From an optimization exercise on the open Yosys and OpenROAD flow, aimed at small area; shortcuts taken in it are not production practice.
RTL that was checked went through simulation tests only; none was proved equivalent to the original.
The flow treats the clock pin as an ideal source. Dropping or thinning the clock tree relies on that and would not hold on a real chip.
Power is estimated from default activity; no workload was simulated.

==> module axi_to_apb_bridge, before the edit <==
module axi_to_apb_bridge (
    input  logic        clk,
    input  logic        rst_n,
    input  logic [31:0] awaddr,
    input  logic        awvalid,
    output logic        awready,
    input  logic [31:0] wdata,
    input  logic        wvalid,
    output logic        wready,
    output logic        bvalid,
    input  logic        bready,
    output logic        PSEL,
    output logic        PENABLE,
    output logic        PWRITE,
    output logic [31:0] PADDR,
    output logic [31:0] PWDATA
);
    logic        st1, st0;
    logic [1:0]  cnt;
    logic [31:0] addr;
    logic [31:0] data;
    wire idle   = ~st1 & ~st0;
    wire busy   = st1 | st0;
    wire access = st1 & ~st0;
    wire wdone  = st1 &  st0;
    wire last   = wdone & (cnt == 2'd3);
    wire bhs    = bvalid & bready;
    assign PSEL    = st1;
    assign PWRITE  = st1;
    assign wready  = access;
    assign PENABLE = wdone;
    assign PADDR   = addr;
    assign PWDATA  = data;
    always_ff @(posedge clk or negedge rst_n) begin
        if (!rst_n) begin
            st1     <= 1'b0;
            st0     <= 1'b0;
            awready <= 1'b0;
            bvalid  <= 1'b0;
            cnt     <= 2'd0;
        end else begin
            case ({st1, st0})
                2'b00: if (awvalid && awready) st0 <= 1'b1;
                2'b01: if (wvalid) begin st1 <= 1'b1; st0 <= 1'b0; end
                2'b10: st0 <= 1'b1;
                2'b11: begin st1 <= 1'b0; st0 <= ~last; end
            endcase
            if (bhs)
                awready <= 1'b1;
            else if (idle && awvalid)
                awready <= ~awready;
            if (bhs)
                bvalid <= 1'b0;
            else if (last)
                bvalid <= 1'b1;
            if (bhs)
                cnt <= 2'd0;
            else if (wdone)
                cnt <= cnt + 2'd1;
        end
    end
    logic [29:0] t;     
    logic [29:0] nxt;
    assign nxt = addr[31:2] ^ t;
    assign t[0] = wdone;
    assign t[17:1] = addr[18:2] & t[16:0];
    assign t[18] = t[5] & (&addr[19:7]);
    assign t[29:19] = addr[30:20] & t[28:18];
    logic [31:0] addr_d, data_d;
    logic        load_d, hold_d;
    assign load_d = ~st1;
    assign hold_d = st1;
    genvar i;
    generate
        for (i = 0; i < 32; i++) begin : g_sel
            axi_to_apb_bridge_sel u_addr (
                .s0(idle), .a(awaddr[i]),
                .s1(busy), .b(i < 2 ? addr[i] : nxt[i >= 2 ? i - 2 : 0]),
                .y(addr_d[i]));
            axi_to_apb_bridge_sel u_data (
                .s0(load_d), .a(wdata[i]),
                .s1(hold_d), .b(data[i]),
                .y(data_d[i]));
        end
    endgenerate
    always_ff @(posedge clk) begin
        addr <= addr_d;
        data <= data_d;
    end
endmodule
clock: 5.0 ns
lec_check: 0
cap_margin: 0
core_margin: 2
core_utilization: 65
place_density: 0.85
slew_margin: 0
synth_hierarchical: 1
synth_minimum_keep_size: 0
standard.sh (not shown) runs the stock make flow with config.mk's settings and CLKGATE_MAP_FILE= SYNTH_SCRIPT=/design/flow/synth_recipe.tcl, a recipe that flattens the netlist after the stock synthesis.
==> flow/flow/run.sh <==
#!/bin/bash
# Own flow: the standard layout (standard.sh, unchanged synthesis), with
# the port buffers made of the smallest buffer (buf_1) instead of the
# resizer's default choice, and, in place of TritonCTS, area recovery
# (flow/area_recover.tcl: unbuffering and downsizing where timing allows)
# and a one-level clock tree, both run by flow/manual_cts.tcl. Each tool's output goes to a log
# in this folder (and ORFS's own per-step logs under orfs/logs).
set -euo pipefail
cd "$(dirname "$0")/.."

export BUFFER_PORTS_ARGS="-buffer_cell sky130_fd_sc_hd__buf_1"
export PRE_CTS_TCL="$PWD/flow/manual_cts.tcl"
export AREA_RECOVER_SLACK=0.3
export MANUAL_CTS_CLUSTERS=4
export MANUAL_CTS_BUF=sky130_fd_sc_hd__buf_6

bash standard.sh finish > standard_flow.log 2>&1
Other scripts of this flow, unchanged in this note and not shown: flow/flow/area_recover.tcl, flow/flow/manual_cts.tcl
Next try:
--- a/flow/design.v
+++ b/flow/design.v
@@ -32,8 +32,9 @@
     wire idle   = ~st1 & ~st0;
     wire busy   = st1 | st0;
-    wire access = st1 & ~st0;
-    wire wdone  = st1 &  st0;
+    wire access = st1 &  st0;
+    wire wdone  = st1 & ~st0;
     wire last   = wdone & (cnt == 2'd3);
     wire bhs    = bvalid & bready;
+    wire ahs    = awvalid & awready;
     assign PSEL    = st1;
     assign PWRITE  = st1;
@@ -50,10 +51,6 @@
             cnt     <= 2'd0;
         end else begin
-            case ({st1, st0})
-                2'b00: if (awvalid && awready) st0 <= 1'b1;
-                2'b01: if (wvalid) begin st1 <= 1'b1; st0 <= 1'b0; end
-                2'b10: st0 <= 1'b1;
-                2'b11: begin st1 <= 1'b0; st0 <= ~last; end
-            endcase
+            st1 <= st0 & (st1 | wvalid);
+            st0 <= st1 ? ~(st0 | (cnt == 2'd3)) : (st0 | ahs);
             if (bhs)
                 awready <= 1'b1;
@@ -74,7 +71,7 @@
     assign nxt = addr[31:2] ^ t;
     assign t[0] = wdone;
-    assign t[17:1] = addr[18:2] & t[16:0];
-    assign t[18] = t[5] & (&addr[19:7]);
-    assign t[29:19] = addr[30:20] & t[28:18];
+    assign t[15:1] = addr[16:2] & t[14:0];
+    assign t[16] = t[0] & (&addr[17:2]);
+    assign t[29:17] = addr[30:18] & t[28:16];
     logic [31:0] addr_d, data_d;
     logic        load_d, hold_d;
Synthesized cell count fell by 2.0%.
Via count drops by 2.5%.
Final area falls by 1.2%.
Synthesized area goes down by 2.0%.
Sequential share of layout area goes up by 0.55 points.
The RTL of the first run of this note was laid out without a check of its function. In every run of this note, the design's own scripts or RTL, not TritonCTS, make the clock network.

---

axi_to_apb_bridge, a different RTL version from the one above (not shown whole).
Size: roughly 200 cells after synthesis, about 140 I/O pins, ~0.0026 mm^2 of cells after synthesis.
==> module axi_to_apb_bridge, before the edit <==
module axi_to_apb_bridge (
    input  logic        clk,
    input  logic        rst_n,
    input  logic [31:0] awaddr,
    input  logic        awvalid,
    output logic        awready,
    input  logic [31:0] wdata,
    input  logic        wvalid,
    output logic        wready,
    output logic        bvalid,
    input  logic        bready,
    output logic        PSEL,
    output logic        PENABLE,
    output logic        PWRITE,
    output logic [31:0] PADDR,
    output logic [31:0] PWDATA
);
    logic        st1, st0;
    logic [1:0]  cnt;
    logic [31:0] addr;
    logic [31:0] data;
    wire idle   = ~st1 & ~st0;
    wire busy   = st1 | st0;
    wire access = st1 & ~st0;
    wire wdone  = st1 &  st0;
    wire last   = wdone & (cnt == 2'd3);
    wire bhs    = bvalid & bready;
    assign PSEL    = st1;
    assign PWRITE  = st1;
    assign wready  = access;
    assign PENABLE = wdone;
    assign PADDR   = addr;
    assign PWDATA  = data;
    always_ff @(posedge clk or negedge rst_n) begin
        if (!rst_n) begin
            st1     <= 1'b0;
            st0     <= 1'b0;
            awready <= 1'b0;
            bvalid  <= 1'b0;
            cnt     <= 2'd0;
        end else begin
            case ({st1, st0})
                2'b00: if (awvalid && awready) st0 <= 1'b1;
                2'b01: if (wvalid) begin st1 <= 1'b1; st0 <= 1'b0; end
                2'b10: st0 <= 1'b1;
                2'b11: begin st1 <= 1'b0; st0 <= ~last; end
            endcase
            if (bhs)
                awready <= 1'b1;
            else if (idle && awvalid)
                awready <= ~awready;
            if (bhs)
                bvalid <= 1'b0;
            else if (last)
                bvalid <= 1'b1;
            if (bhs)
                cnt <= 2'd0;
            else if (wdone)
                cnt <= cnt + 2'd1;
        end
    end
    logic [29:0] t;     
    logic [29:0] nxt;
    assign nxt = addr[31:2] ^ t;
    assign t[0] = wdone;
    assign t[17:1] = addr[18:2] & t[16:0];
    assign t[18] = t[6] & (&addr[19:8]);
    assign t[29:19] = addr[30:20] & t[28:18];
    logic [31:0] addr_d, data_d;
    logic        load_d, hold_d;
    assign load_d = ~st1;
    assign hold_d = st1;
    genvar i;
    generate
        for (i = 0; i < 32; i++) begin : g_sel
            axi_to_apb_bridge_sel u_addr (
                .s0(idle), .a(awaddr[i]),
                .s1(busy), .b(i < 2 ? addr[i] : nxt[i >= 2 ? i - 2 : 0]),
                .y(addr_d[i]));
            axi_to_apb_bridge_sel u_data (
                .s0(load_d), .a(wdata[i]),
                .s1(hold_d), .b(data[i]),
                .y(data_d[i]));
        end
    endgenerate
    always_ff @(posedge clk) begin
        addr <= addr_d;
        data <= data_d;
    end
endmodule
export LEC_CHECK = 0
export CAP_MARGIN = 0
export CORE_MARGIN = 2
export CORE_UTILIZATION = 65
export PLACE_DENSITY = 0.85
export SLEW_MARGIN = 0
export SYNTH_HIERARCHICAL = 1
export SYNTH_MINIMUM_KEEP_SIZE = 0
create_clock -name core_clock -period 5.0 [get_ports {clk}]
Scripts as last shown in full above: flow/flow/run.sh
Other scripts of this flow, unchanged in this note and not shown: flow/flow/area_recover.tcl, flow/flow/manual_cts.tcl
Change:
--- a/flow/design.v
+++ b/flow/design.v
@@ -28,16 +28,17 @@
     logic        st1, st0;
     logic [1:0]  cnt;
     logic [31:0] addr;
     logic [31:0] data;
     wire idle   = ~st1 & ~st0;
     wire busy   = st1 | st0;
-    wire access = st1 & ~st0;
-    wire wdone  = st1 &  st0;
-    wire last   = wdone & (cnt == 2'd3);
+    wire access = st1 &  st0;
+    wire wdone  = st1 & ~st0;
+    wire last   = wdone & (cnt == 2'b10);
     wire bhs    = bvalid & bready;
+    wire ahs    = awvalid & awready;
     assign PSEL    = st1;
     assign PWRITE  = st1;
     assign wready  = access;
     assign PENABLE = wdone;
     assign PADDR   = addr;
     assign PWDATA  = data;
@@ -46,39 +47,35 @@
             st1     <= 1'b0;
             st0     <= 1'b0;
             awready <= 1'b0;
             bvalid  <= 1'b0;
             cnt     <= 2'd0;
         end else begin
-            case ({st1, st0})
-                2'b00: if (awvalid && awready) st0 <= 1'b1;
-                2'b01: if (wvalid) begin st1 <= 1'b1; st0 <= 1'b0; end
-                2'b10: st0 <= 1'b1;
-                2'b11: begin st1 <= 1'b0; st0 <= ~last; end
-            endcase
+            st1 <= st0 & (st1 | wvalid);
+            st0 <= st1 ? ~(st0 | (cnt == 2'b10)) : (st0 | ahs);
             if (bhs)
                 awready <= 1'b1;
             else if (idle && awvalid)
                 awready <= ~awready;
             if (bhs)
                 bvalid <= 1'b0;
             else if (last)
                 bvalid <= 1'b1;
             if (bhs)
                 cnt <= 2'd0;
             else if (wdone)
-                cnt <= cnt + 2'd1;
+                cnt <= {cnt[0], ~cnt[1]};
         end
     end
     logic [29:0] t;     
     logic [29:0] nxt;
     assign nxt = addr[31:2] ^ t;
     assign t[0] = wdone;
-    assign t[17:1] = addr[18:2] & t[16:0];
-    assign t[18] = t[6] & (&addr[19:8]);
-    assign t[29:19] = addr[30:20] & t[28:18];
+    assign t[15:1] = addr[16:2] & t[14:0];
+    assign t[16] = t[0] & (&addr[17:2]);
+    assign t[29:17] = addr[30:18] & t[28:16];
     logic [31:0] addr_d, data_d;
     logic        load_d, hold_d;
     assign load_d = ~st1;
     assign hold_d = st1;
     genvar i;
     generate
Outcome: Flip-flop and latch count stays the same. Cell area shrinks by 1.3%. Maximum frequency hardly moves. Global-route usage barely changes. Clock skew is about the same. Power grows by 2.8%. Routed wire length shrinks by 2.0%.
No functional check of the RTL was part of the first run of this note. No run of this note takes its clock network from TritonCTS; it comes from the design's own scripts or RTL.

afterwards: timing with drivers on the ports:
The results above use ideal ports. As a check the final layouts listed here were re-extracted and re-timed, cells and wires unchanged.
Step 1 assumes that a clkbuf_16 drives the clock port and a buf_2 every other input.
Step 2 also shifts input and output timing later by t, the mid clock arrival at the registers, as if the neighbouring blocks saw the same clock.
a / b / c = no drivers / after step 1 / after step 2; a / b = the first two.
run | t (ns) | slack for setup (ns) | worst slew at a driven data input, ns
the first run of note 1 | 0.195 | 0.696 / 0.696 / 0.696 | 0.05
the second run of note 1 | 0.194 | 0.446 / 0.446 / 0.446 | 0.06
the first run of note 2 | 0.195 | 0.520 / 0.520 / 0.520 | 0.05
the second run of note 2 | 0.190 | 0.521 / 0.521 / 0.521 | 0.05
After both steps every run listed still meets setup and hold.
